Context: an optimization exercise on an open-source flow, tuned for small area and a short achievable clock period. The choices shown serve that exercise and are no tape-out recipe.
The RTL was checked by simulation tests, not by an equivalence proof against the original design.
Power and IR drop assume default switching activity.

--- design/flow/design.v ---
module multiplier (a, b, prod, qnan, infinity, zero, normal, clk);
input [15:0] a, b;
input clk;
output [15:0] prod;
output qnan, infinity, zero, normal;
wire [12:0] bx = {1'b0, ~&b[14:10] & |b[14:10], b[9:0], 1'b0};
wire [5:0] c_bo, c_bt;
genvar gi;
generate for (gi = 0; gi < 6; gi = gi + 1) begin : rec
  assign c_bo[gi] = bx[2*gi+1] ^ bx[2*gi];
  assign c_bt[gi] = (bx[2*gi+2] & ~bx[2*gi+1] & ~bx[2*gi]) | (~bx[2*gi+2] & bx[2*gi+1] & bx[2*gi]);
end endgenerate
reg [10:0] sa;
reg [5:0] bo, bt;
reg [4:0] bn;
reg [4:0] ea, eb;
reg sgn1;
always @(posedge clk) begin
  sa <= {~&a[14:10] & |a[14:10], a[9:0]};
  bo <= c_bo;
  bt <= c_bt;
  bn <= {b[9], b[7], b[5], b[3], b[1]};
  ea <= a[14:10];
  eb <= b[14:10];
  sgn1 <= a[15] ^ b[15];
end
wire b_m0 = ~|{bo[4:0], bt[4:0]};
wire a_m0 = ~|sa[9:0];
wire a_e1 = &ea, b_e1 = &eb;
wire a_n = ~a_e1 & |ea, b_n = ~b_e1 & |eb;
wire a_inf = a_e1 & a_m0, b_inf = b_e1 & b_m0;
wire a_zero = ~a_n & ~a_e1 & a_m0, b_zero = ~b_n & ~b_e1 & b_m0;
wire c_qnan = (a_inf & b_zero) | (b_inf & a_zero);
wire c_zero = ~a_inf & ~b_inf & (a_zero | b_zero);
wire c_fin = ~a_e1 & ~b_e1 & ~a_zero & ~b_zero;
wire [5:0] esum = ea + eb;
wire [4:0] pe_nn = ea + eb + 5'd17;
wire [4:0] c_pe0 = (a_n & b_n) ? pe_nn : a_n ? ea : b_n ? eb : 5'd15;
wire [4:0] c_pe1 = c_pe0 + 5'd1;
wire c_f0 = c_fin & (~(a_n & b_n) | (esum <= 6'd45));
wire c_f1 = c_fin & ((a_n & b_n) ? (esum <= 6'd44) : a_n ? (ea != 5'd30) : b_n ? (eb != 5'd30) : 1'b1);
wire pp_0_0 = ~(bn[0] ^ ((bo[0] & sa[0])));
wire pp_0_1 = ~(bn[0] ^ ((bo[0] & sa[1]) | (bt[0] & sa[0])));
wire pp_0_2 = ~(bn[0] ^ ((bo[0] & sa[2]) | (bt[0] & sa[1])));
wire pp_0_3 = ~(bn[0] ^ ((bo[0] & sa[3]) | (bt[0] & sa[2])));
wire pp_0_4 = ~(bn[0] ^ ((bo[0] & sa[4]) | (bt[0] & sa[3])));
wire pp_0_5 = ~(bn[0] ^ ((bo[0] & sa[5]) | (bt[0] & sa[4])));
wire pp_0_6 = ~(bn[0] ^ ((bo[0] & sa[6]) | (bt[0] & sa[5])));
wire pp_0_7 = ~(bn[0] ^ ((bo[0] & sa[7]) | (bt[0] & sa[6])));
wire pp_0_8 = ~(bn[0] ^ ((bo[0] & sa[8]) | (bt[0] & sa[7])));
wire pp_0_9 = ~(bn[0] ^ ((bo[0] & sa[9]) | (bt[0] & sa[8])));
wire pp_0_10 = ~(bn[0] ^ ((bo[0] & sa[10]) | (bt[0] & sa[9])));
wire pp_0_11 = ~(bn[0] ^ ((bt[0] & sa[10])));
wire pp_1_0 = ~(bn[1] ^ ((bo[1] & sa[0])));
wire pp_1_1 = ~(bn[1] ^ ((bo[1] & sa[1]) | (bt[1] & sa[0])));
wire pp_1_2 = ~(bn[1] ^ ((bo[1] & sa[2]) | (bt[1] & sa[1])));
wire pp_1_3 = ~(bn[1] ^ ((bo[1] & sa[3]) | (bt[1] & sa[2])));
wire pp_1_4 = ~(bn[1] ^ ((bo[1] & sa[4]) | (bt[1] & sa[3])));
wire pp_1_5 = ~(bn[1] ^ ((bo[1] & sa[5]) | (bt[1] & sa[4])));
wire pp_1_6 = ~(bn[1] ^ ((bo[1] & sa[6]) | (bt[1] & sa[5])));
wire pp_1_7 = ~(bn[1] ^ ((bo[1] & sa[7]) | (bt[1] & sa[6])));
wire pp_1_8 = ~(bn[1] ^ ((bo[1] & sa[8]) | (bt[1] & sa[7])));
wire pp_1_9 = ~(bn[1] ^ ((bo[1] & sa[9]) | (bt[1] & sa[8])));
wire pp_1_10 = ~(bn[1] ^ ((bo[1] & sa[10]) | (bt[1] & sa[9])));
wire pp_1_11 = ~(bn[1] ^ ((bt[1] & sa[10])));
wire pp_2_0 = ~(bn[2] ^ ((bo[2] & sa[0])));
wire pp_2_1 = ~(bn[2] ^ ((bo[2] & sa[1]) | (bt[2] & sa[0])));
wire pp_2_2 = ~(bn[2] ^ ((bo[2] & sa[2]) | (bt[2] & sa[1])));
wire pp_2_3 = ~(bn[2] ^ ((bo[2] & sa[3]) | (bt[2] & sa[2])));
wire pp_2_4 = ~(bn[2] ^ ((bo[2] & sa[4]) | (bt[2] & sa[3])));
wire pp_2_5 = ~(bn[2] ^ ((bo[2] & sa[5]) | (bt[2] & sa[4])));
wire pp_2_6 = ~(bn[2] ^ ((bo[2] & sa[6]) | (bt[2] & sa[5])));
wire pp_2_7 = ~(bn[2] ^ ((bo[2] & sa[7]) | (bt[2] & sa[6])));
wire pp_2_8 = ~(bn[2] ^ ((bo[2] & sa[8]) | (bt[2] & sa[7])));
wire pp_2_9 = ~(bn[2] ^ ((bo[2] & sa[9]) | (bt[2] & sa[8])));
wire pp_2_10 = ~(bn[2] ^ ((bo[2] & sa[10]) | (bt[2] & sa[9])));
wire pp_2_11 = ~(bn[2] ^ ((bt[2] & sa[10])));
wire pp_3_0 = ~(bn[3] ^ ((bo[3] & sa[0])));
wire pp_3_1 = ~(bn[3] ^ ((bo[3] & sa[1]) | (bt[3] & sa[0])));
wire pp_3_2 = ~(bn[3] ^ ((bo[3] & sa[2]) | (bt[3] & sa[1])));
wire pp_3_3 = ~(bn[3] ^ ((bo[3] & sa[3]) | (bt[3] & sa[2])));
wire pp_3_4 = ~(bn[3] ^ ((bo[3] & sa[4]) | (bt[3] & sa[3])));
wire pp_3_5 = ~(bn[3] ^ ((bo[3] & sa[5]) | (bt[3] & sa[4])));
wire pp_3_6 = ~(bn[3] ^ ((bo[3] & sa[6]) | (bt[3] & sa[5])));
wire pp_3_7 = ~(bn[3] ^ ((bo[3] & sa[7]) | (bt[3] & sa[6])));
wire pp_3_8 = ~(bn[3] ^ ((bo[3] & sa[8]) | (bt[3] & sa[7])));
wire pp_3_9 = ~(bn[3] ^ ((bo[3] & sa[9]) | (bt[3] & sa[8])));
wire pp_3_10 = ~(bn[3] ^ ((bo[3] & sa[10]) | (bt[3] & sa[9])));
wire pp_3_11 = ~(bn[3] ^ ((bt[3] & sa[10])));
wire pp_4_0 = ~(bn[4] ^ ((bo[4] & sa[0])));
wire pp_4_1 = ~(bn[4] ^ ((bo[4] & sa[1]) | (bt[4] & sa[0])));
wire pp_4_2 = ~(bn[4] ^ ((bo[4] & sa[2]) | (bt[4] & sa[1])));
wire pp_4_3 = ~(bn[4] ^ ((bo[4] & sa[3]) | (bt[4] & sa[2])));
wire pp_4_4 = ~(bn[4] ^ ((bo[4] & sa[4]) | (bt[4] & sa[3])));
wire pp_4_5 = ~(bn[4] ^ ((bo[4] & sa[5]) | (bt[4] & sa[4])));
wire pp_4_6 = ~(bn[4] ^ ((bo[4] & sa[6]) | (bt[4] & sa[5])));
wire pp_4_7 = ~(bn[4] ^ ((bo[4] & sa[7]) | (bt[4] & sa[6])));
wire pp_4_8 = ~(bn[4] ^ ((bo[4] & sa[8]) | (bt[4] & sa[7])));
wire pp_4_9 = ~(bn[4] ^ ((bo[4] & sa[9]) | (bt[4] & sa[8])));
wire pp_4_10 = ~(bn[4] ^ ((bo[4] & sa[10]) | (bt[4] & sa[9])));
wire pp_4_11 = ~(bn[4] ^ ((bt[4] & sa[10])));
wire pp_5_0 = ~((bo[5] & sa[0]));
wire pp_5_1 = ~((bo[5] & sa[1]) | (bt[5] & sa[0]));
wire pp_5_2 = ~((bo[5] & sa[2]) | (bt[5] & sa[1]));
wire pp_5_3 = ~((bo[5] & sa[3]) | (bt[5] & sa[2]));
wire pp_5_4 = ~((bo[5] & sa[4]) | (bt[5] & sa[3]));
wire pp_5_5 = ~((bo[5] & sa[5]) | (bt[5] & sa[4]));
wire pp_5_6 = ~((bo[5] & sa[6]) | (bt[5] & sa[5]));
wire pp_5_7 = ~((bo[5] & sa[7]) | (bt[5] & sa[6]));
wire pp_5_8 = ~((bo[5] & sa[8]) | (bt[5] & sa[7]));
wire pp_5_9 = ~((bo[5] & sa[9]) | (bt[5] & sa[8]));
wire pp_5_10 = ~((bo[5] & sa[10]) | (bt[5] & sa[9]));
wire pp_5_11 = ~((bt[5] & sa[10]));
wire [4:0] bnn = ~bn;
wire s1, c2, s3, c4, s5, c6, s7, c8, s9, c10, s11, c12, s13, c14, s15, c16, s17, c18, s19, c20, s21, c22, s23, c24, s25, c26, s27, c28, s29, c30, s31, c32, s33, c34, s35, c36, s37, c38, s39, s40, c41, s42, c43, s44, c45, s46, c47, s48, c49, s50, c51, s52, c53, s54, c55, s56, c57, s58, c59, s60, c61, s62, c63, s64, c65, s66, c67, s68, c69, s70, s71, c72, s73, c74, s75, c76, s77, c78, s79, c80, s81, c82, s83, c84, s85, c86, s87, c88, s89, c90, s91, c92, s93, c94, s95, c96, s97, c98, s99, c100, s101, c102, s103, c104, s105, c106, s107, c108, s109;
nhs us1 (.a(pp_0_6), .b(pp_1_4), .y(s1));
nhc uc2 (.a(pp_0_6), .b(pp_1_4), .y(c2));
nhs us3 (.a(pp_0_7), .b(pp_1_5), .y(s3));
nhc uc4 (.a(pp_0_7), .b(pp_1_5), .y(c4));
fa us5 (.y(pp_0_8), .x(pp_1_6), .cin(pp_2_4), .sum(s5), .cout(c6));
nhs us7 (.a(pp_3_2), .b(pp_4_0), .y(s7));
nhc uc8 (.a(pp_3_2), .b(pp_4_0), .y(c8));
fa us9 (.y(pp_0_9), .x(pp_1_7), .cin(pp_2_5), .sum(s9), .cout(c10));
nhs us11 (.a(pp_3_3), .b(pp_4_1), .y(s11));
nhc uc12 (.a(pp_3_3), .b(pp_4_1), .y(c12));
fa us13 (.y(pp_0_10), .x(pp_1_8), .cin(pp_2_6), .sum(s13), .cout(c14));
fa us15 (.y(pp_3_4), .x(pp_4_2), .cin(pp_5_0), .sum(s15), .cout(c16));
fa us17 (.y(pp_0_11), .x(pp_1_9), .cin(pp_2_7), .sum(s17), .cout(c18));
fa us19 (.y(pp_3_5), .x(pp_4_3), .cin(pp_5_1), .sum(s19), .cout(c20));
fa us21 (.y(pp_1_10), .x(pp_2_8), .cin(pp_3_6), .sum(s21), .cout(c22));
fa us23 (.y(pp_4_4), .x(pp_5_2), .cin(bnn[0]), .sum(s23), .cout(c24));
fa us25 (.y(pp_1_11), .x(pp_2_9), .cin(pp_3_7), .sum(s25), .cout(c26));
fa us27 (.y(pp_4_5), .x(pp_5_3), .cin(bnn[0]), .sum(s27), .cout(c28));
fa us29 (.y(pp_2_10), .x(pp_3_8), .cin(pp_4_6), .sum(s29), .cout(c30));
fa us31 (.y(pp_5_4), .x(bn[0]), .cin(bn[1]), .sum(s31), .cout(c32));
ha us33 (.a(pp_2_11), .b(pp_3_9), .sum(s33), .cout(c34));
nhs us35 (.a(pp_4_7), .b(pp_5_5), .y(s35));
nhc uc36 (.a(pp_4_7), .b(pp_5_5), .y(c36));
fa us37 (.y(pp_3_10), .x(pp_4_8), .cin(pp_5_6), .sum(s37), .cout(c38));
assign s39 = ~pp_3_11;
nhs us40 (.a(pp_0_4), .b(pp_1_2), .y(s40));
nhc uc41 (.a(pp_0_4), .b(pp_1_2), .y(c41));
nhs us42 (.a(pp_0_5), .b(pp_1_3), .y(s42));
nhc uc43 (.a(pp_0_5), .b(pp_1_3), .y(c43));
fa us44 (.y(pp_2_2), .x(pp_3_0), .cin(bnn[3]), .sum(s44), .cout(c45));
fa us46 (.y(pp_2_3), .x(pp_3_1), .cin(c2), .sum(s46), .cout(c47));
fa us48 (.y(bnn[4]), .x(c4), .cin(s7), .sum(s48), .cout(c49));
fa us50 (.y(c8), .x(s11), .cin(c6), .sum(s50), .cout(c51));
fa us52 (.y(c12), .x(c10), .cin(s13), .sum(s52), .cout(c53));
fa us54 (.y(c14), .x(c16), .cin(s17), .sum(s54), .cout(c55));
fa us56 (.y(c18), .x(c20), .cin(s21), .sum(s56), .cout(c57));
fa us58 (.y(c22), .x(s25), .cin(c24), .sum(s58), .cout(c59));
fa us60 (.y(c26), .x(s29), .cin(c28), .sum(s60), .cout(c61));
fa us62 (.y(s35), .x(s33), .cin(c30), .sum(s62), .cout(c63));
fa us64 (.y(bn[2]), .x(c34), .cin(c36), .sum(s64), .cout(c65));
fa us66 (.y(pp_4_9), .x(pp_5_7), .cin(s39), .sum(s66), .cout(c67));
fa us68 (.y(pp_3_11), .x(pp_4_10), .cin(pp_5_8), .sum(s68), .cout(c69));
assign s70 = ~pp_4_11;
nhs us71 (.a(pp_0_2), .b(pp_1_0), .y(s71));
nhc uc72 (.a(pp_0_2), .b(pp_1_0), .y(c72));
nhs us73 (.a(pp_0_3), .b(pp_1_1), .y(s73));
nhc uc74 (.a(pp_0_3), .b(pp_1_1), .y(c74));
fa us75 (.y(pp_2_0), .x(bnn[2]), .cin(s40), .sum(s75), .cout(c76));
fa us77 (.y(pp_2_1), .x(c41), .cin(s42), .sum(s77), .cout(c78));
fa us79 (.y(c43), .x(s1), .cin(s44), .sum(s79), .cout(c80));
fa us81 (.y(s3), .x(c45), .cin(s46), .sum(s81), .cout(c82));
fa us83 (.y(s5), .x(c47), .cin(s48), .sum(s83), .cout(c84));
fa us85 (.y(s9), .x(c49), .cin(s50), .sum(s85), .cout(c86));
fa us87 (.y(s15), .x(c51), .cin(s52), .sum(s87), .cout(c88));
fa us89 (.y(s19), .x(c53), .cin(s54), .sum(s89), .cout(c90));
fa us91 (.y(s23), .x(c55), .cin(s56), .sum(s91), .cout(c92));
fa us93 (.y(s27), .x(c57), .cin(s58), .sum(s93), .cout(c94));
fa us95 (.y(s31), .x(c59), .cin(s60), .sum(s95), .cout(c96));
fa us97 (.y(c32), .x(s62), .cin(c61), .sum(s97), .cout(c98));
fa us99 (.y(s37), .x(s64), .cin(c63), .sum(s99), .cout(c100));
fa us101 (.y(c38), .x(s66), .cin(c65), .sum(s101), .cout(c102));
fa us103 (.y(bn[3]), .x(c67), .cin(s68), .sum(s103), .cout(c104));
fa us105 (.y(pp_5_9), .x(s70), .cin(c69), .sum(s105), .cout(c106));
fa us107 (.y(pp_4_11), .x(pp_5_10), .cin(bn[4]), .sum(s107), .cout(c108));
assign s109 = ~pp_5_11;
wire [21:0] ra_n = {s109, s107, c104, s103, s101, s99, c96, c94, c92, c90, c88, c86, c84, c82, c80, c78, c76, c74, c72, bnn[1], pp_0_1, pp_0_0};
wire [21:0] rb_n = {c108, c106, s105, c102, c100, c98, s97, s95, s93, s91, s89, s87, s85, s83, s81, s79, s77, s75, s73, s71, 1'b1, bnn[0]};
wire [21:0] ck = ra_n & rb_n;
wire [21:0] cp = ra_n ^ rb_n;
wire G0_1 = ck[1] | (cp[1] & (ra_n[0] | rb_n[0]));
wire G0_2 = ck[2] | (cp[2] & ck[1]);
wire P0_2 = cp[2] & cp[1];
wire G0_3 = ck[3] | (cp[3] & ck[2]);
wire P0_3 = cp[3] & cp[2];
wire G0_4 = ck[4] | (cp[4] & ck[3]);
wire P0_4 = cp[4] & cp[3];
wire G0_5 = ck[5] | (cp[5] & ck[4]);
wire P0_5 = cp[5] & cp[4];
wire G0_6 = ck[6] | (cp[6] & ck[5]);
wire P0_6 = cp[6] & cp[5];
wire G0_7 = ck[7] | (cp[7] & ck[6]);
wire P0_7 = cp[7] & cp[6];
wire G0_8 = ck[8] | (cp[8] & ck[7]);
wire P0_8 = cp[8] & cp[7];
wire G0_9 = ck[9] | (cp[9] & ck[8]);
wire P0_9 = cp[9] & cp[8];
wire G0_10 = ck[10] | (cp[10] & ck[9]);
wire P0_10 = cp[10] & cp[9];
wire G0_11 = ck[11] | (cp[11] & ck[10]);
wire P0_11 = cp[11] & cp[10];
wire G0_12 = ck[12] | (cp[12] & ck[11]);
wire P0_12 = cp[12] & cp[11];
wire G0_13 = ck[13] | (cp[13] & ck[12]);
wire P0_13 = cp[13] & cp[12];
wire G0_14 = ck[14] | (cp[14] & ck[13]);
wire P0_14 = cp[14] & cp[13];
wire G0_15 = ck[15] | (cp[15] & ck[14]);
wire P0_15 = cp[15] & cp[14];
wire G0_16 = ck[16] | (cp[16] & ck[15]);
wire P0_16 = cp[16] & cp[15];
wire G0_17 = ck[17] | (cp[17] & ck[16]);
wire P0_17 = cp[17] & cp[16];
wire G0_18 = ck[18] | (cp[18] & ck[17]);
wire P0_18 = cp[18] & cp[17];
wire G0_19 = ck[19] | (cp[19] & ck[18]);
wire P0_19 = cp[19] & cp[18];
wire G0_20 = ck[20] | (cp[20] & ck[19]);
wire P0_20 = cp[20] & cp[19];
wire G0_21 = ck[21] | (cp[21] & ck[20]);
wire P0_21 = cp[21] & cp[20];
wire G1_2 = G0_2 | (P0_2 & (ra_n[0] | rb_n[0]));
wire G1_3 = G0_3 | (P0_3 & G0_1);
wire G1_4 = G0_4 | (P0_4 & G0_2);
wire P1_4 = P0_4 & P0_2;
wire G1_5 = G0_5 | (P0_5 & G0_3);
wire P1_5 = P0_5 & P0_3;
wire G1_6 = G0_6 | (P0_6 & G0_4);
wire P1_6 = P0_6 & P0_4;
wire G1_7 = G0_7 | (P0_7 & G0_5);
wire P1_7 = P0_7 & P0_5;
wire G1_8 = G0_8 | (P0_8 & G0_6);
wire P1_8 = P0_8 & P0_6;
wire G1_9 = G0_9 | (P0_9 & G0_7);
wire P1_9 = P0_9 & P0_7;
wire G1_10 = G0_10 | (P0_10 & G0_8);
wire P1_10 = P0_10 & P0_8;
wire G1_11 = G0_11 | (P0_11 & G0_9);
wire P1_11 = P0_11 & P0_9;
wire G1_12 = G0_12 | (P0_12 & G0_10);
wire P1_12 = P0_12 & P0_10;
wire G1_13 = G0_13 | (P0_13 & G0_11);
wire P1_13 = P0_13 & P0_11;
wire G1_14 = G0_14 | (P0_14 & G0_12);
wire P1_14 = P0_14 & P0_12;
wire G1_15 = G0_15 | (P0_15 & G0_13);
wire P1_15 = P0_15 & P0_13;
wire G1_16 = G0_16 | (P0_16 & G0_14);
wire P1_16 = P0_16 & P0_14;
wire G1_17 = G0_17 | (P0_17 & G0_15);
wire P1_17 = P0_17 & P0_15;
wire G1_18 = G0_18 | (P0_18 & G0_16);
wire P1_18 = P0_18 & P0_16;
wire G1_19 = G0_19 | (P0_19 & G0_17);
wire P1_19 = P0_19 & P0_17;
wire G1_20 = G0_20 | (P0_20 & G0_18);
wire P1_20 = P0_20 & P0_18;
wire G1_21 = G0_21 | (P0_21 & G0_19);
wire P1_21 = P0_21 & P0_19;
wire G2_4 = G1_4 | (P1_4 & (ra_n[0] | rb_n[0]));
wire G2_5 = G1_5 | (P1_5 & G0_1);
wire G2_6 = G1_6 | (P1_6 & G1_2);
wire G2_7 = G1_7 | (P1_7 & G1_3);
wire G2_8 = G1_8 | (P1_8 & G1_4);
wire P2_8 = P1_8 & P1_4;
wire G2_9 = G1_9 | (P1_9 & G1_5);
wire P2_9 = P1_9 & P1_5;
wire G2_10 = G1_10 | (P1_10 & G1_6);
wire P2_10 = P1_10 & P1_6;
wire G2_11 = G1_11 | (P1_11 & G1_7);
wire P2_11 = P1_11 & P1_7;
wire G2_12 = G1_12 | (P1_12 & G1_8);
wire P2_12 = P1_12 & P1_8;
wire G2_13 = G1_13 | (P1_13 & G1_9);
wire P2_13 = P1_13 & P1_9;
wire G2_14 = G1_14 | (P1_14 & G1_10);
wire P2_14 = P1_14 & P1_10;
wire G2_15 = G1_15 | (P1_15 & G1_11);
wire P2_15 = P1_15 & P1_11;
wire G2_16 = G1_16 | (P1_16 & G1_12);
wire P2_16 = P1_16 & P1_12;
wire G2_17 = G1_17 | (P1_17 & G1_13);
wire P2_17 = P1_17 & P1_13;
wire G2_18 = G1_18 | (P1_18 & G1_14);
wire P2_18 = P1_18 & P1_14;
wire G2_19 = G1_19 | (P1_19 & G1_15);
wire P2_19 = P1_19 & P1_15;
wire G2_20 = G1_20 | (P1_20 & G1_16);
wire P2_20 = P1_20 & P1_16;
wire G2_21 = G1_21 | (P1_21 & G1_17);
wire P2_21 = P1_21 & P1_17;
wire G3_8 = G2_8 | (P2_8 & (ra_n[0] | rb_n[0]));
wire G3_9 = G2_9 | (P2_9 & G0_1);
wire G3_10 = G2_10 | (P2_10 & G1_2);
wire G3_11 = G2_11 | (P2_11 & G1_3);
wire G3_12 = G2_12 | (P2_12 & G2_4);
wire G3_13 = G2_13 | (P2_13 & G2_5);
wire G3_14 = G2_14 | (P2_14 & G2_6);
wire G3_15 = G2_15 | (P2_15 & G2_7);
wire G3_16 = G2_16 | (P2_16 & G2_8);
wire P3_16 = P2_16 & P2_8;
wire G3_17 = G2_17 | (P2_17 & G2_9);
wire P3_17 = P2_17 & P2_9;
wire G3_18 = G2_18 | (P2_18 & G2_10);
wire P3_18 = P2_18 & P2_10;
wire G3_19 = G2_19 | (P2_19 & G2_11);
wire P3_19 = P2_19 & P2_11;
wire G3_20 = G2_20 | (P2_20 & G2_12);
wire P3_20 = P2_20 & P2_12;
wire G3_21 = G2_21 | (P2_21 & G2_13);
wire P3_21 = P2_21 & P2_13;
wire G4_16 = G3_16 | (P3_16 & (ra_n[0] | rb_n[0]));
wire G4_17 = G3_17 | (P3_17 & G0_1);
wire G4_18 = G3_18 | (P3_18 & G1_2);
wire G4_19 = G3_19 | (P3_19 & G1_3);
wire G4_20 = G3_20 | (P3_20 & G2_4);
wire G4_21 = G3_21 | (P3_21 & G2_5);
wire [22:0] ncy;
assign ncy[0] = 1'b1;
assign ncy[1] = (ra_n[0] | rb_n[0]);
assign ncy[2] = G0_1;
assign ncy[3] = G1_2;
assign ncy[4] = G1_3;
assign ncy[5] = G2_4;
assign ncy[6] = G2_5;
assign ncy[7] = G2_6;
assign ncy[8] = G2_7;
assign ncy[9] = G3_8;
assign ncy[10] = G3_9;
assign ncy[11] = G3_10;
assign ncy[12] = G3_11;
assign ncy[13] = G3_12;
assign ncy[14] = G3_13;
assign ncy[15] = G3_14;
assign ncy[16] = G3_15;
assign ncy[17] = G4_16;
assign ncy[18] = G4_17;
assign ncy[19] = G4_18;
assign ncy[20] = G4_19;
assign ncy[21] = G4_20;
assign ncy[22] = G4_21;
wire [21:0] raw = ~(cp ^ ncy[21:0]);
reg [11:0] r2;
reg hin2, sgn2, q2, z2, f02, f12;
reg [4:0] pe2;
always @(posedge clk) begin
  r2 <= raw[21:10];
  hin2 <= ~raw[21];
  sgn2 <= sgn1;
  q2 <= c_qnan;
  z2 <= c_zero;
  f02 <= c_f0;
  f12 <= c_f1;
  pe2 <= c_pe0;
end
wire [4:0] pe2i = pe2 + 5'd1;
wire [4:0] e0 = f02 ? pe2 : {5{~z2}};
wire [4:0] e1 = f12 ? pe2i : {5{~z2}};
wire hi = r2[11];
wire lo = hin2;
wire fin = (hi & f12) | (lo & f02);
assign qnan = q2;
assign zero = z2;
assign normal = fin;
assign infinity = ~(q2 | z2 | fin);
assign prod[15] = sgn2;
assign prod[14:10] = ({5{hi}} & e1) | ({5{lo}} & e0);
assign prod[9:0] = ({10{hi & f12}} & r2[10:1]) | ({10{lo & f02}} & r2[9:0]) | {q2, 3'b000, q2, 1'b0, q2, 1'b0, q2, 1'b0};
endmodule
module nhs (a, b, y);
input a, b;
output y;
assign y = ~(a ^ b);
endmodule
module nhc (a, b, y);
input a, b;
output y;
assign y = a | b;
endmodule
module g_xor2 (a, b, y);
input a, b;
output y;
assign y = a ^ b;
endmodule
module g_xnor2 (a, b, y);
input a, b;
output y;
assign y = ~(a ^ b);
endmodule
module g_nor2 (a, b, y);
input a, b;
output y;
assign y = ~(a | b);
endmodule
module g_nand2 (a, b, y);
input a, b;
output y;
assign y = ~(a & b);
endmodule
module g_inv (a, y);
input a;
output y;
assign y = ~a;
endmodule
module g_a21oi (a, b, c, y);
input a, b, c;
output y;
assign y = ~((a & b) | c);
endmodule
module g_o21ai (a, b, c, y);
input a, b, c;
output y;
assign y = ~((a | b) & c);
endmodule
module xr2 (a, b, y);
input a, b;
output y;
assign y = a ^ b;
endmodule
module ha (a, b, sum, cout);
input a, b;
output sum, cout;
assign sum = a ^ b;
assign cout = a & b;
endmodule
module fa (x, y, cin, sum, cout);
input x, y, cin;
output sum, cout;
assign sum = x ^ y ^ cin;
assign cout = (x & y) | (x & cin) | (y & cin);
endmodule
--- design/flow/flow/run.sh ---
#!/bin/bash
set -euo pipefail
cp standard.sh standard_copy.sh
sed "s|^make -C|make SETUP_SLACK_MARGIN=7.8 MATCH_CELL_FOOTPRINT=0 'CTS_ARGS=-sink_clustering_enable -repair_clock_nets -buf_list sky130_fd_sc_hd__clkbuf_8 -dont_use_dummy_load' -C|" standard.sh > tight.sh
grep -q "SETUP_SLACK_MARGIN=7.8 MATCH_CELL_FOOTPRINT=0 'CTS_ARGS=" tight.sh
bash tight.sh > make_flow.log 2>&1
--- design/flow/standard.sh ---
#!/bin/bash
# synth_recipe.tcl (not shown) runs the flow's synth.tcl, then flattens the netlist and writes it again
# the make line also repeats each setting of config.mk as NAME=value (left out here)
make -C /OpenROAD-flow-scripts/flow DESIGN_CONFIG=/design/flow/config.mk WORK_HOME=/design/flow/orfs CLKGATE_MAP_FILE= SYNTH_SCRIPT=/design/flow/synth_recipe.tcl "${@:-finish}"
--- design/flow/config.mk ---
export PLATFORM = sky130hd
export DESIGN_NAME = multiplier
export DESIGN_NICKNAME = multiplier
export VERILOG_FILES = /design/flow/design.v
export SDC_FILE = /design/flow/constraint.sdc
export NUM_CORES = 4
export LEC_CHECK = 0
export CAP_MARGIN = 20
export CORE_MARGIN = 2
export CORE_UTILIZATION = 62
export CTS_BUF_LIST = sky130_fd_sc_hd__clkbuf_8
export PLACE_DENSITY = 0.75
export SLEW_MARGIN = 20
export SYNTH_HIERARCHICAL = 1
--- design/flow/constraint.sdc ---
create_clock -name core_clock -period 12.0 [get_ports {clk}]
set_input_delay 2.4000 -clock core_clock [delete_from_list [all_inputs] [get_ports {clk}]]
set_output_delay 2.4000 -clock core_clock [all_outputs]
set_load 0.01 [all_outputs]
==> metrics.yaml, run 1 <==
post-route-min-period_ps: 4126
use_met1_pct: 37.99
drt-pass1-iter-count: 5
timing_worst_setup_path_type: "reg2out"
finalMaxSlewViolations: 0
grt_antenna_before_repair: 0
core-area_um2: 8258
path_clk_slew_ps: 60
vias: 4477
avgViaCountPerCell: 6.262
grtUsageTotal_pct: 27.47
timing.slew.headroom_pct: 64.39
skew_ps: 14.33
outcome: "no timing/DRC/antenna violations"
start_util_pct: 64.56
drive_above_1_share_pct: 12.62
dieWidth_um: 96.73
stdcell_count: 715
wl_per_cell_um: 18.10
worstRegToRegCells: 11
grt_overflow: 0
start_kind: "flop"
synth_area_per_cell_um2: 9.554
die-area_um2: 9357
worstMarginPinSlew_ps: 533.4
synth_top_cell_by_area: "dfxtp_1"
synthTopCellsByArea: "dfxtp_1 (23%), fa_1 (17%), xnor2_1 (12%), a22oi_1 (8.6%), ha_1 (7.3%)"
synth-async-reset-ratio_pct: 0
grt_util_met3_pct: 5.130
grt_pass1_vias: 4341
dieHeight_um: 96.73
row_count: 33
finalHoldViolations: 0
cts-htree-levels: 3
ys_ff_latch: 62
cts_tree: "built"
fin_util_pct: 76.00
dp_worst_setup_slack_ps: 7707
cp-endpoint: "prod[9]"
place_congestion: 0.8568
final_nets: 722
setup_violations: 0
insertion_delay_ps: 340
ioPinCount: 53
max_clock_freq_ghz: 0.2424
synth_top_area_share_pct: 23.28
dr.first_iter.drc_count: 280
critPathMaxFanout: 11
grt_first_pass_wirelength_mm: 21.10
rsz0062_at_grt: "no"
power_density_nw_per_um2: 249.6
fill_cells: 596
dpl.hpwl_mm: 9.620
syn_to_final_growth_pct: 17.72
setup_ws_ps: 7874
cp.arrival_ps: 1730
dp.cells: 682
clockRootBuffer: "clkbuf_8"
grt_max_degree: 14
syn_nets: 668
synth_area_um2: 5331
synth_seq_area_share_pct: 23.28
p_leak_nw: 2.467
synth_enable_flop_cells: 0
crit_path_end_kind: "output pin"
cp-startpoint: "hin2"
fin_crit_sh_pct: 34.38
hold_class: "reg2reg"
grt_busiest_layer: "met2"
wl_mm: 12.94
finalSetupTns_ps: 0
drc: 0
io_buffers: 52
antennaDiodeCount: 0
synth_cell_type_count: 56
worst_ir_drop_vdd_mv: 0.1695
rrSetupSlack_ps: 7920
synthCells: 558
worstPathRequired_ps: 9600
clockBufferDepth: 2
ys.flop_type: "dfxtp_1"
reg2reg_to: "r2[4]"
cts_buffers: 9
max_cap_violations: 0
reg2reg_from: "bn[3]"
synth_warnings: 7
final_antenna_net_count: 0
use_met2_pct: 43.86
clock-sinks: 62
[what timing repair did]
item / 4_1_cts / 5_1_grt
setup buffers: 5 / 19
hold buffers: 0 / 0
pin swaps: 0 / 1
endpoints found under the setup margin: 25 / 24
resized for setup: 13 / 25
[per-layer routing]
layer | vias up | part of all wire, %
li1 | 2102 | -
met3 | 33 | 7.5
met4 | 0 | 2.4
met2 | 190 | 47
met1 | 2152 | 43
met5 | - | 0
[layout by cell type, fill, tap and decap left out, types with 3 or more instances in the layout]
cell type | synthesis | final
xnor2_1 | 75 | 75
a22oi_1 | 61 | 61
dfxtp_1 | 62 | 47
clkdlybuf4s50_1 | 0 | 47
fa_1 | 46 | 46
ha_1 | 31 | 31
nand2_1 | 27 | 27
a21oi_1 | 24 | 22
buf_4 | 1 | 22
nor2_1 | 21 | 21
o21ai_0 | 17 | 16
xor2_1 | 15 | 15
dfxtp_2 | 0 | 15
inv_1 | 13 | 9
or2_1 | 9 | 9
clkbuf_8 | 0 | 9
and3_1 | 8 | 8
a22o_1 | 7 | 7
nand2b_1 | 7 | 7
a21o_1 | 7 | 7
a31oi_1 | 6 | 6
nand4_1 | 6 | 6
nor3_1 | 6 | 6
nor2b_1 | 5 | 5
clkinvlp_4 | 0 | 5
nand3_1 | 5 | 5
nor4_1 | 5 | 5
dlymetal6s2s_1 | 0 | 5
or4_1 | 4 | 4
a211o_1 | 4 | 4
o22ai_1 | 4 | 4
mux2i_1 | 4 | 4
a221o_1 | 4 | 4
nand3b_1 | 4 | 4
and2_1 | 5 | 3
or2_2 | 3 | 3
nor2_2 | 3 | 3
[worst max-delay path: stages (launching register included)]
cell and delay [ps]:
dfxtp_1 340, and2_4 210, a221o_1 360, clkdlybuf4s50_1 480
[how the worst min path moves through the flow]
stage / depth (start not counted) / end / start / slack [ps]
after floorplan: 0 / sgn2 / sgn1 / 310
after global placement: 0 / sgn2 / sgn1 / 310
after detailed placement: 0 / sgn2 / sgn1 / 310
after CTS: 0 / sgn2 / sgn1 / 320
after global routing: 0 / sgn2 / sgn1 / 330
final: 0 / sgn2 / sgn1 / 320
[cell usage after synthesis, drive strengths merged, types with 5 or more instances]
| library cell | count |
|---|---|
| nor4 | 5 |
| xor2 | 15 |
| o21ai | 19 |
| nand2b | 7 |
| clkbuf | 25 |
| nand4 | 6 |
| nor3 | 6 |
| a22oi | 61 |
| or2 | 12 |
| inv | 13 |
| ha | 31 |
| nor2 | 24 |
| nand2 | 27 |
| a21oi | 24 |
| nor2b | 5 |
| fa | 46 |
| buf | 8 |
| a21o | 7 |
| and2 | 5 |
| dfxtp | 62 |
| a31oi | 6 |
| nand3 | 5 |
| a22o | 7 |
| and3 | 9 |
| xnor2 | 75 |
[state kept, by name, indices dropped and copies added, names as in the netlist]
| name | flops |
|---|---|
| q2 | 1 |
| bo | 6 |
| bt | 6 |
| hin2 | 1 |
| f12 | 1 |
| z2 | 1 |
| pe2 | 5 |
| sgn1 | 1 |
| r2 | 12 |
| eb | 5 |
| ea | 5 |
| sgn2 | 1 |
| f02 | 1 |
| bn | 5 |
| sa | 11 |
[logic make-up after synthesis]
| family | Yosys count | share of synthesized area (%) |
|---|---|---|
| compound gates | 155 | 21.10 |
| xor+xnor | 90 | 14.79 |
| fa+ha+maj | 77 | 24.55 |
| buf+inv | 48 | 3.450 |
| flops | 62 | 23.28 |
| mux | 4 | 0.7510 |
| simple gates | 122 | 12.09 |
[through the flow]
step                instance area [um^2]  hold WS (ps)  power, mW
finish                              6276         320.0      1.567
floorplan                           5331         309.6      1.100
global route                        6276         327.5      1.706
detailed placement                  5856         314.4      1.388
global placement                    5856         313.2      1.360
CTS                                 6061         324.3      1.534
[per-module statistics from Yosys (local to each module, per instance)]
module / flops+latches / cells
fa: 0 / 1
ha: 0 / 1
multiplier: 62 / 496
nhc: 0 / 1
nhs: 0 / 1
[power by group]
part | switching [mW] | total (mW) | internal, mW
clock | 0.0685 | 0.135 | 0.0665
sequential | 0.0468 | 0.307 | 0.260
combinational | 0.605 | 1.12 | 0.520
total | 0.720 | 1.57 | 0.846
[final cells by class]
| type | instances | area [um^2] | share of cell area, % |
|---|---|---|---|
| well taps | 105 | 131.4 | 2.093 |
| flip-flops and latches | 62 | 1260 | 20.08 |
| multi-input cells | 448 | 3948 | 62.90 |
| repair buffers | 76 | 738.2 | 11.76 |
| inverters | 15 | 75.07 | 1.196 |
| clock buffers | 9 | 123.9 | 1.974 |
==> run 2, diff against run 1 <==
==> design/flow/flow/run.sh (replaced) <==
#!/bin/bash
set -euo pipefail
cp standard.sh standard_copy.sh
sed "s|^make -C|make SETUP_SLACK_MARGIN=8.4 'CTS_ARGS=-sink_clustering_enable -repair_clock_nets -buf_list sky130_fd_sc_hd__clkbuf_8 -dont_use_dummy_load' 'BUFFER_PORTS_ARGS=-buffer_cell sky130_fd_sc_hd__buf_2' -C|" standard.sh > tight.sh
grep -q "BUFFER_PORTS_ARGS=-buffer_cell" tight.sh
bash tight.sh > make_flow.log 2>&1
==> run 2 against run 1 <==
Compared with the run above: hold slack better by 14 ps; maximum frequency up 5.3%; still clean on timing, DRC and antenna; utilization increased by 9.9 points; non-clock buffer count increased by 38; area after synthesis unchanged; combinational power up 56%; largest cell class unchanged; largest power group unchanged.
==> metrics.yaml, run 2 <==
outcome: "no timing/DRC/antenna violations"
cts_tree: "built"
crit_path_end_kind: "output pin"
reg_top3: "r2: 12 flops, sa: 11 flops"
crit_chain: "ha_4 > and3_4 > o21ai_2 > a211o_1 > buf_2"
synthSimpleGateAreaFrac_pct: 12.09
wl_mm: 17.44
grt_antenna_before_repair: 0
yosysMostFrequentCell: "xnor2_1"
synthTopCellsByCount: "xnor2_1 (75), dfxtp_1 (62), a22oi_1 (61)"
cts_buffers: 9
dpl.hpwl_mm: 9.398
ioPinCount: 53
rrSetupSlack_ps: 8140
dp_worst_setup_slack_ps: 7676
cpLargestDelayFamily: "flip-flops"
critPathMaxFanout: 2
synth_top_cell_by_area: "dfxtp_1"
setup_violations: 0
met3_length_mm: 1.465
finalHoldViolations: 0
regMostFlops: "r2"
avgViaCountPerCell: 6.800
syn_nets: 668
max_clock_freq_ghz: 0.2551
ys.flop_type: "dfxtp_1"
vias: 5134
worstPathRequired_ps: 9600
holdPathStages: 0
synthCells: 558
start_kind: "flop"
clock-sinks: 62
cp.arrival_ps: 1520
final_antenna_net_count: 0
reg2reg_from: "sa[6]"
min_to: "sgn2"
wl_met2_mm: 8.365
synth_cell_type_count: 56
path_buf_inv: 1
rsz0062_at_grt: "yes"
synth_enable_flop_cells: 0
timing.slew.headroom_pct: 63.14
final_nets: 762
synth_fa_ha_area_share_pct: 24.55
mostFrequentLayoutCell: "xnor2_1"
highest_layer: "met4"
synth_seq_area_share_pct: 23.28
worst_ir_drop_vdd_mv: 0.2182
mostFrequentLayoutCells: "xnor2_1 (52), buf_2 (51), a22oi_1 (44), buf_4 (44), fa_1 (32)"
setup_ws_ps: 8080
start_util_pct: 64.56
power_density_nw_per_um2: 310.5
max_stage_delay_ps: 380
fin_hold_ws_ps: 334.0
clockBufferDepth: 2
yosys.area_share.xor_xnor_pct: 14.79
timing_worst_setup_path_type: "reg2out"
grt_max_degree: 14
grtUsageTotal_pct: 30.91
grt_pass1_vias: 4711
dieWidth_um: 96.73
synth_area_per_cell_um2: 9.554
hold_start: "sgn1"
cts-htree-levels: 3
path_clk_slew_ps: 70
post-route-min-period_ps: 3920
finalSetupTns_ps: 0
synth_top_family_by_area: "adder cells"
worstRegToRegCells: 10
largest_reg_flops: 12
core-area_um2: 8258
fin_crit_sh_pct: 32.67
slowest_stage: "dfxtp_2"
drc: 0
finalMaxSlewViolations: 0
hold_class: "reg2reg"
max_cap_violations: 0
clockRootBuffer: "clkbuf_8"
drive_above_1_share_pct: 42.77
io_buffers: 52
place_congestion: 0.9067
syn_to_final_growth_pct: 33.09
m1WireLength_mm: 6.542
synth-compound-area-share_pct: 21.10
p_leak_nw: 2.841
skew_ps: 15.78
grt_first_pass_wirelength_mm: 23.40
synth_area_um2: 5331
synthMuxAreaShare_pct: 0.7510
synthTopCellsByArea: "dfxtp_1 (23%), fa_1 (17%), xnor2_1 (12%), a22oi_1 (8.6%), ha_1 (7.3%)"
synth-async-reset-ratio_pct: 0
grt_overflow: 0
synth_top_area_share_pct: 23.28
insertion_delay_ps: 340
row_count: 33
wl_per_cell_um: 23.10
worstMarginPinSlew_ps: 550.8
dieHeight_um: 96.73
die-area_um2: 9357
dr.first_iter.drc_count: 746
cts_hold_buf: 0
antennaDiodeCount: 0
synth_warnings: 7
reg2reg_to: "hin2"
ys_ff_latch: 62
drt-pass1-iter-count: 5
run 2: routing by layer:
metal  track usage, %  vias to the layer above
met4            10.73                        0
li1                 -                     2192
met2            50.32                      380
met1            41.45                     2460
met5                0                        -
met3            5.997                      102
run 2: worst max path at each step:
stage | start | endpoint | slack (ps) | cells after the start
2_1_floorplan | bn[2] | r2[8] | 8370 | 13
3_3_place_gp | bn[2] | r2[8] | 7810 | 12
3_5_place_dp | bn[2] | r2[8] | 7680 | 12
4_1_cts | pe2[1] | prod[14] | 8080 | 5
5_1_grt | z2 | prod[13] | 8040 | 5
6_report | pe2[0] | prod[14] | 8080 | 5
run 2: per-module statistics from Yosys, one instance, submodules excluded:
module      cell area [um^2]  flip-flops and latches
multiplier              4323                      62
nhc                    6.256                       0
ha                     12.51                       0
fa                     20.02                       0
nhs                    8.758                       0
run 2: timing repair:
action / 4_1_cts / 5_1_grt
cloned: 1 / 1
gates resized for setup: 129 / 72
pin swaps: 49 / 56
buffers inserted: 35 / 27
endpoints found under the setup margin: 30 / 29
run 2: final cells by class:
cell class,instances,area (um^2)
clock buffers,9,123.9
fillers,408,1162
inverters,15,90.09
multi-input cells,450,4567
flip-flops and latches,62,1336
well taps,105,131.4
repair buffers,114,847.1
run 2: kinds of logic after synthesis:
| logic type | after synthesis |
|---|---|
| multiplexers | 4 |
| AND/OR/NAND/NOR | 122 |
| flip-flops | 62 |
| adder cells (fa/ha/maj) | 77 |
| AO/OA/AOI/OAI | 155 |
| buffers and inverters | 48 |
| XOR/XNOR | 90 |
run 2: power breakdown:
| part | switching, mW | total [mW] | internal (mW) |
|---|---|---|---|
| combinational | 0.919 | 1.75 | 0.833 |
| clock | 0.0721 | 0.139 | 0.0667 |
| sequential | 0.0527 | 0.313 | 0.260 |
run 2: worst register-to-register path, cell delays in order, from the launching register on:
cell and delay (ps):
dfxtp_4 460, a22oi_1 150, xnor2_1 320, fa_2 550, fa_1 520, fa_1 460
ha_4 310, nand4_1 240, o2111ai_4 380, a21o_1 210, and3_1 190
run 2: through the flow:
| step | area [um^2] | total power [mW] | std cells | utilization [%] |
|---|---|---|---|---|
| 4_1_cts | 6524 | 1.767 | 727 | 79.00 |
| 3_5_place_dp | 5624 | 1.369 | 682 | 68.11 |
| 5_1_grt | 7096 | 2.325 | 755 | 85.92 |
| 2_1_floorplan | 5401 | 1.121 | 558 | - |
| 3_3_place_gp | 5624 | 1.326 | 682 | 68.11 |
| 6_report | 7096 | 2.203 | 755 | 85.92 |
==> run 3, diff against run 2 <==
==> design/flow/flow/run.sh (replaced) <==
#!/bin/bash
set -euo pipefail
cp standard.sh standard_copy.sh
sed "s|^make -C|make SETUP_SLACK_MARGIN=8.2 'CTS_ARGS=-sink_clustering_enable -repair_clock_nets -buf_list sky130_fd_sc_hd__clkbuf_8 -dont_use_dummy_load' 'BUFFER_PORTS_ARGS=-buffer_cell sky130_fd_sc_hd__buf_2' -C|" standard.sh > tight.sh
grep -q "BUFFER_PORTS_ARGS=-buffer_cell" tight.sh
bash tight.sh > make_flow.log 2>&1
==> run 3 against run 2 <==
Compared with the run above: still clean on timing, DRC and antenna; combinational power shrank 21%; hold slack lost 5.6 ps; global-route usage shrank 2.7 points; clock-buffer cell count is the same; die area is the same; critical endpoint unchanged; largest cell class unchanged.
==> metrics.yaml, run 3 <==
path_clk_slew_ps: 70
regMostFlops: "r2"
grt_overflow: 0
dp.cells: 682
synth-async-reset-ratio_pct: 0
post-route-min-period_ps: 3949
drt-pass1-iter-count: 6
ioPinCount: 53
worstMarginPinSlew_ps: 507.1
synthTopCellsByArea: "dfxtp_1 (23%), fa_1 (17%), xnor2_1 (12%), a22oi_1 (8.6%), ha_1 (7.3%)"
reg_top3: "r2: 12 flops, sa: 11 flops"
avgViaCountPerCell: 6.342
grt_first_pass_wirelength_mm: 21.55
vias: 4687
place_congestion: 0.9119
fin_crit_sh_pct: 32.91
dpl.hpwl_mm: 9.186
clockBufferDepth: 2
insertion_delay_ps: 350
finalHoldViolations: 0
seqPwrFrac_pct: 16.9
timing_worst_setup_path_type: "reg2out"
power_density_nw_per_um2: 279.7
synth_top_area_share_pct: 23.28
ys.flop_type: "dfxtp_1"
rsz0062_at_grt: "yes"
syn_to_final_growth_pct: 22.72
yosysMostFrequentCell: "xnor2_1"
synth_top_cell_by_area: "dfxtp_1"
synthCells: 558
start_util_pct: 64.56
reg2reg_from: "bn[3]"
mostFrequentLayoutCells: "xnor2_1 (68), a22oi_1 (56), buf_2 (52)"
dieWidth_um: 96.73
synth_seq_area_share_pct: 23.28
dr.first_iter.drc_count: 454
wl_mm: 14.01
stdcell_count: 739
skew_ps: 21.33
netSwitchingFraction_pct: 46.15
clock-sinks: 62
cp-startpoint: "pe2[1]"
finalMaxSlewViolations: 0
cts_tree: "built"
worst_ir_drop_vdd_mv: 0.2162
row_count: 33
pwr-share-clk_pct: 7.3
critPathMaxFanout: 2
final_nets: 746
synthTopCellsByCount: "xnor2_1 (75), dfxtp_1 (62), a22oi_1 (61)"
setup_violations: 0
rrSetupSlack_ps: 8150
grt_antenna_before_repair: 0
internal-power_uw: 985.4
final_antenna_net_count: 0
grt_max_degree: 14
synth_area_per_cell_um2: 9.554
grt_pass1_vias: 4502
worstRegToRegCells: 14
max_cap_violations: 0
cts_buffers: 9
mostFrequentLayoutCell: "xnor2_1"
ys_ff_latch: 62
timing.slew.headroom_pct: 66.07
wl_per_cell_um: 18.96
io_buffers: 52
total_power_mw: 1.830
worstPathRequired_ps: 9600
dieHeight_um: 96.73
synth_area_um2: 5331
drive_above_1_share_pct: 32.97
crit_path_end_kind: "output pin"
finalSetupTns_ps: 0
p_sw_uw: 844.6
synth_warnings: 7
reg2reg_to: "hin2"
grtUsageTotal_pct: 28.20
share_comb_of_total_power_pct: 75.8
cts-htree-levels: 3
core-area_um2: 8258
max_clock_freq_ghz: 0.2532
die-area_um2: 9357
cp.arrival_ps: 1550
largest_reg_flops: 12
start_kind: "flop"
outcome: "no timing/DRC/antenna violations"
synth_cell_type_count: 56
synth_enable_flop_cells: 0
p_leak_nw: 2.612
antennaDiodeCount: 0
clockRootBuffer: "clkbuf_8"
syn_nets: 668
hold_class: "reg2reg"
cp-endpoint: "prod[14]"
drc: 0
==> run 3: cell counts after synthesis <==
Identical to the previous run, type by type.
==> run 3: cell families after synthesis <==
group / count (synthesis) / synth area share [%]
AO/OA/AOI/OAI: 155 / 21.10
XOR/XNOR: 90 / 14.79
adder cells (fa/ha/maj): 77 / 24.55
buffers and inverters: 48 / 3.450
flip-flops: 62 / 23.28
multiplexers: 4 / 0.7510
AND/OR/NAND/NOR: 122 / 12.09
==> run 3: repair_timing <==
item | 4_1_cts | 5_1_grt
setup endpoints to repair | 29 | 23
gates resized for setup | 74 | 56
hold buffers | 0 | 0
gates cloned | 1 | 0
buffers inserted | 19 | 28
pin swaps | 7 | 25
==> run 3: worst min path at each step <==
stage | from | to | slack, ps | cells after the start
floorplan | sgn1 | sgn2 | 310 | 0
global placement | sgn1 | sgn2 | 310 | 0
detailed placement | sgn1 | sgn2 | 320 | 0
CTS | sgn1 | sgn2 | 330 | 0
global route | sgn1 | sgn2 | 350 | 0
finish | sgn1 | sgn2 | 330 | 0
==> run 3: per-module statistics from Yosys (local to each module, per instance) <==
module | cells | times used | area [um^2] | flops+latches
nhc | 1 | 9 | 6.256 | 0
multiplier | 496 | 1 | 4323 | 62
fa | 1 | 43 | 20.02 | 0
ha | 1 | 1 | 12.51 | 0
nhs | 1 | 9 | 8.758 | 0
==> run 3: per-layer routing <==
layer  track usage, %  share of wire [%]  vias to the layer above
li1                 -                  -                     2152
met1            38.87                 42                     2230
met2            43.43                 47                      247
met3            4.480                7.7                       58
met4            13.65                3.7                        0
met5                0                  0                        -
==> run 3: area by class of cell <==
class | count | area (um^2)
multi-input combinational | 449 | 4244
clock buffer | 9 | 123.9
timing repair buffer | 99 | 633.1
fill | 522 | 1715
inverter | 15 | 82.58
tap | 105 | 131.4
sequential | 62 | 1328
==> run 3: worst max-delay path: stages (launching register included) <==
cell and delay (ps):
dfxtp_2 340, ha_4 160, and3_4 180, nand2b_1 60, a21oi_1 70, a211o_1 250, buf_2 140
==> run 3: power by group through the flow <==
stage | sequential, mW | clock (mW) | combinational (mW)
global placement | 0.301 | 0 | 1.01
detailed placement | 0.304 | 0 | 1.03
CTS | 0.306 | 0.136 | 1.12
global route | 0.313 | 0.146 | 1.51
floorplan | 0.280 | 0 | 0.820
finish | 0.309 | 0.134 | 1.39
==> run 3: stage by stage <==
stage / hold WS, ps / util [%] / area [um^2] / worst slack, ps
finish: 328.4 / 79.23 / 6543 / 8051
global route: 352.0 / 79.23 / 6543 / 8006
global placement: 311.3 / 67.76 / 5595 / 7761
detailed placement: 316.0 / 67.76 / 5595 / 7718
floorplan: 309.6 / - / 5336 / 8190
CTS: 331.0 / 73.61 / 6078 / 8084
==> run 4, diff against run 3 <==
==> design/flow/flow/run.sh (replaced) <==
#!/bin/bash
set -euo pipefail
cp standard.sh standard_copy.sh
sed "s|^make -C|make SETUP_SLACK_MARGIN=7.9 'CTS_ARGS=-sink_clustering_enable -repair_clock_nets -buf_list sky130_fd_sc_hd__clkbuf_8 -dont_use_dummy_load' 'BUFFER_PORTS_ARGS=-buffer_cell sky130_fd_sc_hd__buf_2' -C|" standard.sh > tight.sh
grep -q "BUFFER_PORTS_ARGS=-buffer_cell" tight.sh
bash tight.sh > make_flow.log 2>&1
==> run 4 against run 3 <==
Compared with the run above: routed wire length shrank 13%; hold slack gained 1.3 ps; design area shrank 9.3%; global-route usage shrank 1.5 points; clock-buffer cell count is the same; combinational power shrank 21%; clock skew shrank 2.4 ps; utilization shrank 7.4 points; total power shrank 16%; register-to-register slack lost 100 ps; non-clock buffer count shrank 29; worst setup slack lost 74 ps; largest cell class unchanged; highest routed layer unchanged.
==> metrics.yaml, run 4 <==
outcome: "no timing/DRC/antenna violations"
power_density_nw_per_um2: 259.0
ys.flop_type: "dfxtp_1"
timing_worst_setup_path_type: "reg2out"
final_nets: 717
cts_hold_buf: 0
ys_ff_latch: 62
insertion_delay_ps: 340
core-area_um2: 8258
dieHeight_um: 96.73
vias: 4479
cts_buffers: 9
share_comb_of_total_power_pct: 71.4
regMostFlops: "r2"
timing.slew.headroom_pct: 66.88
reg_top3: "r2: 12 flops, sa: 11 flops"
ioPinCount: 53
wl_mm: 12.21
dieWidth_um: 96.73
synth_area_per_cell_um2: 9.554
p_sw_uw: 728.9
synth_area_um2: 5331
mostFrequentLayoutCells: "xnor2_1 (75), a22oi_1 (61), buf_2 (52)"
slowest_stage: "dfxtp_2"
grtUsageTotal_pct: 26.67
synthCells: 558
worst_ir_drop_vdd_mv: 0.1689
mostFrequentLayoutCell: "xnor2_1"
p_leak_nw: 2.400
start_kind: "flop"
skew_ps: 18.96
critPathMaxFanout: 4
worstRegToRegCells: 12
dpl.hpwl_mm: 9.157
crit_chain: "ha_1 > and3_1 > nand2b_1 > a21oi_1 > a211o_1 > buf_2"
grt_overflow: 0
rsz0062_at_grt: "yes"
cts_tree: "built"
fin_crit_sh_pct: 33.53
dr.first_iter.drc_count: 309
final_antenna_net_count: 0
clockRootBuffer: "clkbuf_8"
synthTopCellsByArea: "dfxtp_1 (23%), fa_1 (17%), xnor2_1 (12%), a22oi_1 (8.6%), ha_1 (7.3%)"
yosysMostFrequentCell: "xnor2_1"
largest_reg_flops: 12
clockBufferDepth: 2
drive_above_1_share_pct: 21.32
netSwitchingFraction_pct: 47.42
drt-pass1-iter-count: 7
reg2reg_to: "r2[9]"
cp-startpoint: "pe2[0]"
max_stage_delay_ps: 340
finalSetupTns_ps: 0
avgViaCountPerCell: 6.308
io_buffers: 52
grt_pass1_vias: 4237
place_congestion: 0.9304
syn_nets: 668
seqPwrFrac_pct: 19.8
max_cap_violations: 0
cpLargestDelayFamily: "flip-flops"
antennaDiodeCount: 0
hold_class: "reg2reg"
synth_enable_flop_cells: 0
path_clk_slew_ps: 70
cts-htree-levels: 3
grt_first_pass_wirelength_mm: 20.39
internal-power_uw: 808.1
hold_start: "sgn1"
crit_path_end_kind: "output pin"
total_power_mw: 1.537
rrSetupSlack_ps: 8050
synth_warnings: 7
holdPathStages: 0
synth-async-reset-ratio_pct: 0
pwr-share-clk_pct: 8.8
finalHoldViolations: 0
finalMaxSlewViolations: 0
grt_antenna_before_repair: 0
synthTopCellsByCount: "xnor2_1 (75), dfxtp_1 (62), a22oi_1 (61)"
syn_to_final_growth_pct: 11.31
setup_violations: 0
clock-sinks: 62
path_buf_inv: 1
post-route-min-period_ps: 4023
worstPathRequired_ps: 9600
max_clock_freq_ghz: 0.2486
fill_cells: 642
cp.arrival_ps: 1620
reg2reg_from: "bn[1]"
start_util_pct: 64.56
drc: 0
wl_per_cell_um: 17.20
synth_top_cell_by_area: "dfxtp_1"
synth_top_area_share_pct: 23.28
synth_seq_area_share_pct: 23.28
row_count: 33
grt_max_degree: 14
min_to: "sgn2"
synth_cell_type_count: 56
worstMarginPinSlew_ps: 496.2
die-area_um2: 9357
==> run 4: power by group through the flow <==
stage	combinational (mW)	clock, mW	sequential, mW
2_1_floorplan	0.820	0	0.280
3_3_place_gp	1.01	0	0.301
3_5_place_dp	1.04	0	0.303
4_1_cts	1.05	0.140	0.299
5_1_grt	1.22	0.149	0.309
6_report	1.10	0.135	0.304
==> run 4: area by class of cell <==
cell class / count / area, um^2 / share of cell area (%)
multi-input combinational: 448 / 3939 / 66.37
sequential: 62 / 1266 / 21.34
timing repair inverter: 1 / 7.507 / 0.1265
tap: 105 / 131.4 / 2.214
inverter: 15 / 71.32 / 1.202
timing repair buffer: 70 / 395.4 / 6.662
clock buffer: 9 / 123.9 / 2.087
==> run 4: how the worst max path moves through the flow <==
stage	to	slack, ps	cells past startpoint
after CTS	r2[6]	7890	12
after floorplan	r2[8]	8090	14
after global routing	r2[9]	7870	12
final	prod[14]	7980	6
after global placement	r2[6]	7790	12
after detailed placement	r2[6]	7650	12
==> run 4: logic make-up (layout without fill, tap and decap cells) <==
| kind of cell | after synthesis | in the layout | share of synthesized area, % |
|---|---|---|---|
| AOI/OAI and AO/OA | 155 | 155 | 21.10 |
| and+or+nand+nor | 122 | 122 | 12.09 |
| xor gates and xnor gates | 90 | 90 | 14.79 |
| adders and majority gates | 77 | 77 | 24.55 |
| DFF | 62 | 62 | 23.28 |
| buffers and inverters | 48 | 95 | 3.450 |
| muxes | 4 | 4 | 0.7510 |
==> run 4: routing by layer <==
metal,vias to the layer above,part of all wire (%),global-route usage (%)
li1,2090,-,-
met2,193,47,41.19
met5,-,0,0
met4,0,2.7,10.94
met3,30,6.1,4.408
met1,2166,45,37.42
==> run 4: through the flow <==
step / instance area, um^2 / setup slack, ps / cells / utilization (%) / hold slack [ps]
after global placement: 5595 / 7791 / 682 / 67.76 / 311.4
final: 5934 / 7977 / 710 / 71.86 / 329.7
after floorplan: 5331 / 8090 / 558 / - / 309.6
after global routing: 5934 / 7875 / 710 / 71.86 / 350.2
after detailed placement: 5595 / 7648 / 682 / 67.76 / 316.4
after CTS: 5753 / 7889 / 694 / 69.67 / 333.2
==> run 4: repair_timing <==
action,in CTS,in global routing
setup buffers,3,15
pin swaps,0,1
cloned,0,1
setup endpoints to repair,12,13
gates resized for setup,6,32
==> run 4: modules after synthesis, one instance, submodules excluded <==
module      flip-flops and latches  copies in the design  cells inside
multiplier                      62                     1           496
fa                               0                    43             1
ha                               0                     1             1
nhs                              0                     9             1
nhc                              0                     9             1
==> run 5, diff against run 4 <==
==> design/flow/flow/run.sh (replaced) <==
#!/bin/bash
set -euo pipefail
cp standard.sh standard_copy.sh
sed "s|^make -C|make SETUP_SLACK_MARGIN=8.1 'CTS_ARGS=-sink_clustering_enable -repair_clock_nets -buf_list sky130_fd_sc_hd__clkbuf_8 -dont_use_dummy_load' 'BUFFER_PORTS_ARGS=-buffer_cell sky130_fd_sc_hd__buf_2' -C|" standard.sh > tight.sh
grep -q "BUFFER_PORTS_ARGS=-buffer_cell" tight.sh
bash tight.sh > make_flow.log 2>&1
==> run 5 against run 4 <==
Compared with the run above: sequential share of layout area decreased by 0.13 points; first-iteration DRC count grew 19%; combinational power up about 10%; still clean; clock-buffer cell count unchanged; routed wire length grew 6.9%; worst setup slack gained 100 ps; design area up 4.2%; synthesized cell count stayed put; die area is the same; final cell count rose by 1.1%; utilization up 3.0 points; global-route usage increased by 1.5 points.
==> metrics.yaml, run 5 <==
wl_per_cell_um: 18.18
syn_to_final_growth_pct: 16.01
clockRootBuffer: "clkbuf_8"
hold_start: "sgn1"
ys.flop_type: "dfxtp_1"
start_kind: "flop"
insertion_delay_ps: 350
critPathMaxFanout: 2
synth_area_per_cell_um2: 9.554
yosysMostFrequentCell: "xnor2_1"
reg2reg_from: "bn[2]"
cts_hold_buf: 0
start_util_pct: 64.56
mostFrequentLayoutCell: "xnor2_1"
synthCells: 558
final_nets: 725
synth-async-reset-ratio_pct: 0
power_density_nw_per_um2: 267.0
worst_ir_drop_vdd_mv: 0.1817
finalSetupTns_ps: 0
dieWidth_um: 96.73
ioPinCount: 53
fin_util_pct: 74.89
setup_violations: 0
setup_ws_ps: 8079
rsz0062_at_grt: "yes"
final_antenna_net_count: 0
fin_hold_ws_ps: 327.6
finalInstanceArea_um2: 6185
io_buffers: 52
row_count: 33
antennaDiodeCount: 0
cp-startpoint: "pe2[0]"
timing.slew.headroom_pct: 66.47
max_cap_violations: 0
grt_overflow: 0
drive_above_1_share_pct: 27.24
worstMarginPinSlew_ps: 501.1
finalMaxSlewViolations: 0
synth_warnings: 7
dpl.hpwl_mm: 9.367
fin_crit_sh_pct: 32.67
hold_class: "reg2reg"
clock-sinks: 62
drt-pass1-iter-count: 6
cts-htree-levels: 3
synth_area_um2: 5331
dp_worst_setup_slack_ps: 7695
grt_pass1_vias: 4381
place_congestion: 0.9289
total_power_mw: 1.651
vias: 4543
clockBufferDepth: 2
cts_tree: "built"
cts_buffers: 9
post-route-min-period_ps: 3921
synthTopCellsByArea: "dfxtp_1 (23%), fa_1 (17%), xnor2_1 (12%), a22oi_1 (8.6%), ha_1 (7.3%)"
grtUsageTotal_pct: 28.15
skew_ps: 13.75
grt_antenna_before_repair: 0
synth_top_area_share_pct: 23.28
synth_enable_flop_cells: 0
drc: 0
grt_max_degree: 14
worstPathRequired_ps: 9600
path_clk_slew_ps: 60
synth_cell_type_count: 56
timing_worst_setup_path_type: "reg2out"
cp.arrival_ps: 1520
max_clock_freq_ghz: 0.2551
p_leak_nw: 2.468
grt_first_pass_wirelength_mm: 21.56
synthTopCellsByCount: "xnor2_1 (75), dfxtp_1 (62), a22oi_1 (61)"
core-area_um2: 8258
syn_nets: 668
outcome: "no timing/DRC/antenna violations"
synth_top_cell_by_area: "dfxtp_1"
dr.first_iter.drc_count: 368
largest_reg_flops: 12
wl_mm: 13.05
rrSetupSlack_ps: 8180
regMostFlops: "r2"
crit_path_end_kind: "output pin"
reg_top3: "r2: 12 flops, sa: 11 flops"
die-area_um2: 9357
mostFrequentLayoutCells: "xnor2_1 (72), a22oi_1 (59), buf_2 (52)"
placed_area_um2: 5595
ys_ff_latch: 62
synth_seq_area_share_pct: 23.28
dp.cells: 682
finalHoldViolations: 0
dieHeight_um: 96.73
avgViaCountPerCell: 6.327
stdcell_count: 718
-- run 5: worst paths after layout --
path | to | cells past startpoint
worst max register to register | hin2 | 13
worst max-delay path | prod[14] | 6
worst min register to register | sgn2 | 0
worst min-delay path | sgn2 | 0
-- run 5: routing by layer --
| metal | share of wire, % | vias to the layer above | track usage, % |
|---|---|---|---|
| met4 | 3.1 | 0 | 10.62 |
| met5 | 0 | - | 0 |
| met3 | 8.0 | 33 | 5.347 |
| met1 | 42 | 2183 | 39.54 |
| met2 | 47 | 218 | 43.38 |
| li1 | - | 2109 | - |
-- run 5: cells by family (layout without fill, tap and decap cells) --
logic type | count (synthesis) | count (layout) | share of synthesized area [%]
AOI/OAI and AO/OA | 155 | 156 | 21.10
and+or+nand+nor | 122 | 122 | 12.09
xor gates and xnor gates | 90 | 90 | 14.79
adders and majority gates | 77 | 77 | 24.55
DFF | 62 | 62 | 23.28
buffers and inverters | 48 | 102 | 3.450
muxes | 4 | 4 | 0.7510
-- run 5: layout make-up --
class                           instances  area [um^2]
Fill cell                             606         2073
Inverter                               15        77.57
Multi-Input combinational cell        449         4081
Timing Repair Buffer                   78        459.2
Tap cell                              105        131.4
Clock buffer                            9        123.9
Sequential cell                        62         1311
-- run 5: worst max-delay path, stage by stage, from the launching register on --
cell      delay [ps]
dfxtp_4          360
ha_4             160
and3_4           180
nand2b_1          60
a21oi_1           60
a211o_1          230
buf_2            140
-- run 5: modules after synthesis (local to each module, per instance) --
module | cell area (um^2) | flip-flops and latches | copies in the design
fa | 20.02 | 0 | 43
multiplier | 4323 | 62 | 1
nhc | 6.256 | 0 | 9
ha | 12.51 | 0 | 1
nhs | 8.758 | 0 | 9
-- run 5: where the power goes --
group / total, mW / internal [mW] / switching, mW
Combinational: 1.21 / 0.558 / 0.651
Clock: 0.135 / 0.0664 / 0.0687
Sequential: 0.308 / 0.260 / 0.0472
Total: 1.65 / 0.885 / 0.767
-- run 5: timing repair --
action,CTS,global route
setup buffers,15,11
gates cloned,1,0
endpoints found under the setup margin,17,15
gates resized for setup,49,41
pin swaps,4,11

-- afterwards: timing with drivers on the ports --
No port has a modelled driver above. Below, the same layouts with a new extraction and two added sets of constraints.
Step 1 assumes that a clkbuf_16 drives the clock port and a buf_2 every other input.
Step 2 moves the port delays by t, midway between the first and last clock arrival at a register: inputs arrive t later, outputs are due t later. That takes back most of the time a late clock gives input paths.
Slacks: ideal ports / drivers / drivers and shift; pairs: ideal ports / drivers.
run | shift t [ns] | setup slack, ns | latest minus earliest clock arrival (ns) | slew at the worst register clock pin (ns) | cell pins on the clock port's net
run 1 | 0.365 | 7.874 / 7.843 / 7.923 | 0.014 / 0.014 | 0.06 / 0.06 | 1
run 2 | 0.364 | 8.080 / 8.046 / 8.143 | 0.017 / 0.017 | 0.07 / 0.07 | 1
run 3 | 0.372 | 8.051 / 8.018 / 8.152 | 0.022 / 0.022 | 0.07 / 0.07 | 1
run 4 | 0.364 | 7.977 / 7.943 / 8.048 | 0.021 / 0.021 | 0.07 / 0.07 | 1
run 5 | 0.372 | 8.079 / 8.046 / 8.183 | 0.014 / 0.014 | 0.06 / 0.06 | 1
After both steps setup and hold are still met in every run listed.
